From an optimization exercise on the open Yosys and OpenROAD flow, aimed at small area and a short achievable clock period; shortcuts taken in it are not production practice. The RTL was checked by simulation tests, not by an equivalence proof against the original design. Power and IR drop assume default switching activity.

## job 2893
## fpga_top
module fpga_top (clk, rstn, addr, we, dx, dw, dt, out);
  input clk;
  input we;
  input [255:0] dx;
  input [255:0] dw;
  input [15:0] dt;
  input [2:0] addr;
  input rstn;
  output out;
  wire [255:0] mm = dx ^ dw;
  wire s1, c2;
  wire s3, c4;
  wire s5, c6;
  wire s7, c8;
  wire s9, c10;
  wire s11, c12;
  wire s13, c14;
  wire s15, c16;
  wire s17, c18;
  wire s19, c20;
  wire s21, c22;
  wire s23, c24;
  wire s25, c26;
  wire s27, c28;
  wire s29, c30;
  wire s31, c32;
  wire s33, c34;
  wire s35, c36;
  wire s37, c38;
  wire s39, c40;
  wire s41, c42;
  wire s43, c44;
  wire s45, c46;
  wire s47, c48;
  wire s49, c50;
  wire s51, c52;
  wire s53, c54;
  wire s55, c56;
  wire s57, c58;
  wire s59, c60;
  wire s61, c62;
  wire s63, c64;
  wire s65, c66;
  wire s67, c68;
  wire s69, c70;
  wire s71, c72;
  wire s73, c74;
  wire s75, c76;
  wire s77, c78;
  wire s79, c80;
  wire s81, c82;
  wire s83, c84;
  wire s85, c86;
  wire s87, c88;
  wire s89, c90;
  wire s91, c92;
  wire s93, c94;
  wire s95, c96;
  wire s97, c98;
  wire s99, c100;
  wire s101, c102;
  wire s103, c104;
  wire s105, c106;
  wire s107, c108;
  wire s109, c110;
  wire s111, c112;
  wire s113, c114;
  wire s115, c116;
  wire s117, c118;
  wire s119, c120;
  wire s121, c122;
  wire s123, c124;
  wire s125, c126;
  wire s127, c128;
  wire s129, c130;
  wire s131, c132;
  wire s133, c134;
  wire s135, c136;
  wire s137, c138;
  wire s139, c140;
  wire s141, c142;
  wire s143, c144;
  wire s145, c146;
  wire s147, c148;
  wire s149, c150;
  wire s151, c152;
  wire s153, c154;
  wire s155, c156;
  wire s157, c158;
  wire s159, c160;
  wire s161, c162;
  wire s163, c164;
  wire s165, c166;
  wire s167, c168;
  wire s169, c170;
  wire s171, c172;
  wire s173, c174;
  wire s175, c176;
  wire s177, c178;
  wire s179, c180;
  wire s181, c182;
  wire s183, c184;
  wire s185, c186;
  wire s187, c188;
  wire s189, c190;
  wire s191, c192;
  wire s193, c194;
  wire s195, c196;
  wire s197, c198;
  wire s199, c200;
  wire s201, c202;
  wire s203, c204;
  wire s205, c206;
  wire s207, c208;
  wire s209, c210;
  ...
export LEC_CHECK = 0
export CAP_MARGIN = 20
export CORE_MARGIN = 2
export CORE_UTILIZATION = 40
export SLEW_MARGIN = 20
create_clock -name core_clock -period 10.0 [get_ports {clk}]
standard.sh (not shown) runs the stock make flow with config.mk's settings and CLKGATE_MAP_FILE= SYNTH_SCRIPT=/design/flow/synth_recipe.tcl, a recipe that flattens the netlist after the stock synthesis.
==> flow/flow/run.sh <==
#!/bin/bash
# The standard layout with three changes:
#  1. after the standard synthesis, invpush.py flips full adders (and xor/xnor
#     gates) to remove most inverters between them (same function, same registers);
#  2. the port buffers are sky130_fd_sc_hd__buf_1;
#  3. timing repair aims at a shorter period (SETUP_SLACK_MARGIN);
#  4. clock tree of clkbuf_8 without dummy loads.
set -euo pipefail
MARGIN=${MARGIN:-6.9}
bash standard.sh synth > flow_synth.log 2>&1
R=orfs/results/sky130hd/fpga_top/base
cp $R/1_2_yosys.v $R/1_2_yosys.standard.v
python3 flow/invpush.py $R/1_2_yosys.standard.v $R/1_2_yosys.v > flow_invpush.log 2>&1
rm -f $R/1_synth.odb $R/1_synth.sdc
bash standard.sh "BUFFER_PORTS_ARGS=-buffer_cell sky130_fd_sc_hd__buf_1" SETUP_SLACK_MARGIN=$MARGIN "CTS_ARGS=-sink_clustering_enable -repair_clock_nets -dont_use_dummy_load -buf_list sky130_fd_sc_hd__clkbuf_8 -sink_clustering_size 12 -sink_clustering_max_diameter 50" finish > flow_layout.log 2>&1
Other scripts of this flow, unchanged in this note and not shown: flow/flow/invpush.py
Job 2893: no failed stages, no open violations at the end
--- input diff job 2893..job 5035 ---
Settings: a change of CORE_UTILIZATION from 40 to 55.
-- flow/flow/run.sh --
<<< job 2893, line 7
#  4. clock tree of clkbuf_8 without dummy loads.
set -euo pipefail
MARGIN=${MARGIN:-6.9}
bash standard.sh synth > flow_synth.log 2>&1
R=orfs/results/sky130hd/fpga_top/base
>>> job 5035, line 7
#  4. clock tree of clkbuf_8 without dummy loads.
set -euo pipefail
MARGIN=${MARGIN:-7}
bash standard.sh synth > flow_synth.log 2>&1
R=orfs/results/sky130hd/fpga_top/base
==> summary.txt <==
- The total power after layout on job 2893 is in line with that on job 5035.
- Cmp job 2893 and job 5035 / cell count after placement / lower: job 5035
- For job 2893, the critical path startpoint was dw[243], unlike job 5035, where it was dw[238].
- From job 2893 to job 5035 the numbers moved as follows: shortest clock period the worst path allows after layout decreased by 75 ps relative to the old numbers; highest cell delay on the worst timing path decreased by 310 ps relative to the old numbers; wire length after detailed routing increased by 8.8% relative to the old numbers; sequential share of layout area increased by 1.2 points relative to the old numbers; die area decreased by 14000 um2 relative to the old numbers.
- Clock-buffer cell count: job 5035 vs job 2893 down about 9%
- Power share of the clock group: higher on job 2893
What job 3844 does differently from job 5035 at the input level:
Settings: a change of CORE_UTILIZATION from 55 to 40.
--- outcome ---
- Cmp job 3844 vs job 5035: cell count after placement higher in job 3844
- Diff job 5035 -> job 3844: clock period minus final worst setup slack grew by 19 ps, cell count moved up, length of routed met3 wiring dropped 1100 um, sequential cell count roughly the same, sequential cell area share lower.
## Diff of input files: job 8949 against job 3844
-- flow/flow/run.sh --
<<< job 3844, line 13
python3 flow/invpush.py $R/1_2_yosys.standard.v $R/1_2_yosys.v > flow_invpush.log 2>&1
rm -f $R/1_synth.odb $R/1_synth.sdc
bash standard.sh "BUFFER_PORTS_ARGS=-buffer_cell sky130_fd_sc_hd__buf_1" SETUP_SLACK_MARGIN=$MARGIN "CTS_ARGS=-sink_clustering_enable -repair_clock_nets -dont_use_dummy_load -buf_list sky130_fd_sc_hd__clkbuf_8 -sink_clustering_size 12 -sink_clustering_max_diameter 50" finish > flow_layout.log 2>&1
>>> job 8949, line 13
python3 flow/invpush.py $R/1_2_yosys.standard.v $R/1_2_yosys.v > flow_invpush.log 2>&1
rm -f $R/1_synth.odb $R/1_synth.sdc
bash standard.sh "BUFFER_PORTS_ARGS=-buffer_cell sky130_fd_sc_hd__buf_1" SETUP_SLACK_MARGIN=$MARGIN "CTS_ARGS=-sink_clustering_enable -repair_clock_nets -dont_use_dummy_load -buf_list sky130_fd_sc_hd__clkbuf_8 -sink_clustering_size 18 -sink_clustering_max_diameter 70 -root_buf sky130_fd_sc_hd__clkbuf_16" finish > flow_layout.log 2>&1
==> summary.txt <==
- Power share of the clock group delta for job 8949 relative to job 3844: 1.5 points lower
- Job 8949: sequential share of layout area 0.19 points above job 3844
- Taking job 3844 as the reference, in job 8949 post-layout minimum cycle time now sits lower; part of the cycle the worst path needs now sits at about the same level.
- Job 3844 -> job 8949: number of multi-input combinational cells in the layout delta 0, exact match
- Compared with job 3844, job 8949 is the less power-hungry design.
[inputs] job 7386 vs job 8949
-- flow/flow/run.sh --
<<< job 8949, line 13
python3 flow/invpush.py $R/1_2_yosys.standard.v $R/1_2_yosys.v > flow_invpush.log 2>&1
rm -f $R/1_synth.odb $R/1_synth.sdc
bash standard.sh "BUFFER_PORTS_ARGS=-buffer_cell sky130_fd_sc_hd__buf_1" SETUP_SLACK_MARGIN=$MARGIN "CTS_ARGS=-sink_clustering_enable -repair_clock_nets -dont_use_dummy_load -buf_list sky130_fd_sc_hd__clkbuf_8 -sink_clustering_size 18 -sink_clustering_max_diameter 70 -root_buf sky130_fd_sc_hd__clkbuf_16" finish > flow_layout.log 2>&1
>>> job 7386, line 13
python3 flow/invpush.py $R/1_2_yosys.standard.v $R/1_2_yosys.v > flow_invpush.log 2>&1
rm -f $R/1_synth.odb $R/1_synth.sdc
bash standard.sh "BUFFER_PORTS_ARGS=-buffer_cell sky130_fd_sc_hd__buf_1" SETUP_SLACK_MARGIN=$MARGIN "CTS_ARGS=-sink_clustering_enable -repair_clock_nets -dont_use_dummy_load -buf_list sky130_fd_sc_hd__clkbuf_8 -sink_clustering_size 18 -sink_clustering_max_diameter 70" finish > flow_layout.log 2>&1
## What came out
For the wire length on met3, job 7386 came in 4.2% lower than job 8949 did. Core utilization: job 7386 vs job 8949 down 0.17 points. Final cell area: job 7386 below job 8949. First-iteration DRC count ends up higher on job 8949. Post-route fraction of the period consumed by the critical path for job 7386 is higher than for job 8949.

separate check: timing with driven ports:
The flow's constraints put no driver on any port. The routed layouts listed below were extracted and timed again, unchanged, in two steps.
Step 1 assumes that a clkbuf_16 drives the clock port and a buf_2 every other input.
Step 2 moves the port delays by t, midway between the first and last clock arrival at a register: inputs arrive t later, outputs are due t later. That takes back most of the time a late clock gives input paths.
Slacks: ideal ports / drivers / drivers and shift; pairs: ideal ports / drivers.
run | t, ns | slack for setup (ns) | hold WS [ns] | latest minus earliest clock arrival (ns)
job 2893 | 0.633 | 6.902 / 6.876 / 6.278 | 0.300 / 0.300 / 0.300 | 0.094 / 0.093
job 5035 | 0.595 | 6.977 / 6.934 / 6.389 | 0.311 / 0.311 / 0.311 | 0.069 / 0.069
job 3844 | 0.623 | 6.959 / 6.918 / 6.361 | 0.344 / 0.344 / 0.344 | 0.071 / 0.070
job 8949 | 0.577 | 6.967 / 6.937 / 6.414 | 0.346 / 0.346 / 0.346 | 0.069 / 0.070
job 7386 | 0.654 | 6.881 / 6.843 / 6.396 | 0.344 / 0.344 / 0.344 | 0.095 / 0.095
After both steps setup and hold are still met in every run listed. For job 2893, which loses most, drivers alone change the setup slack by -0.026 ns; drivers and shift together by -0.624 ns.
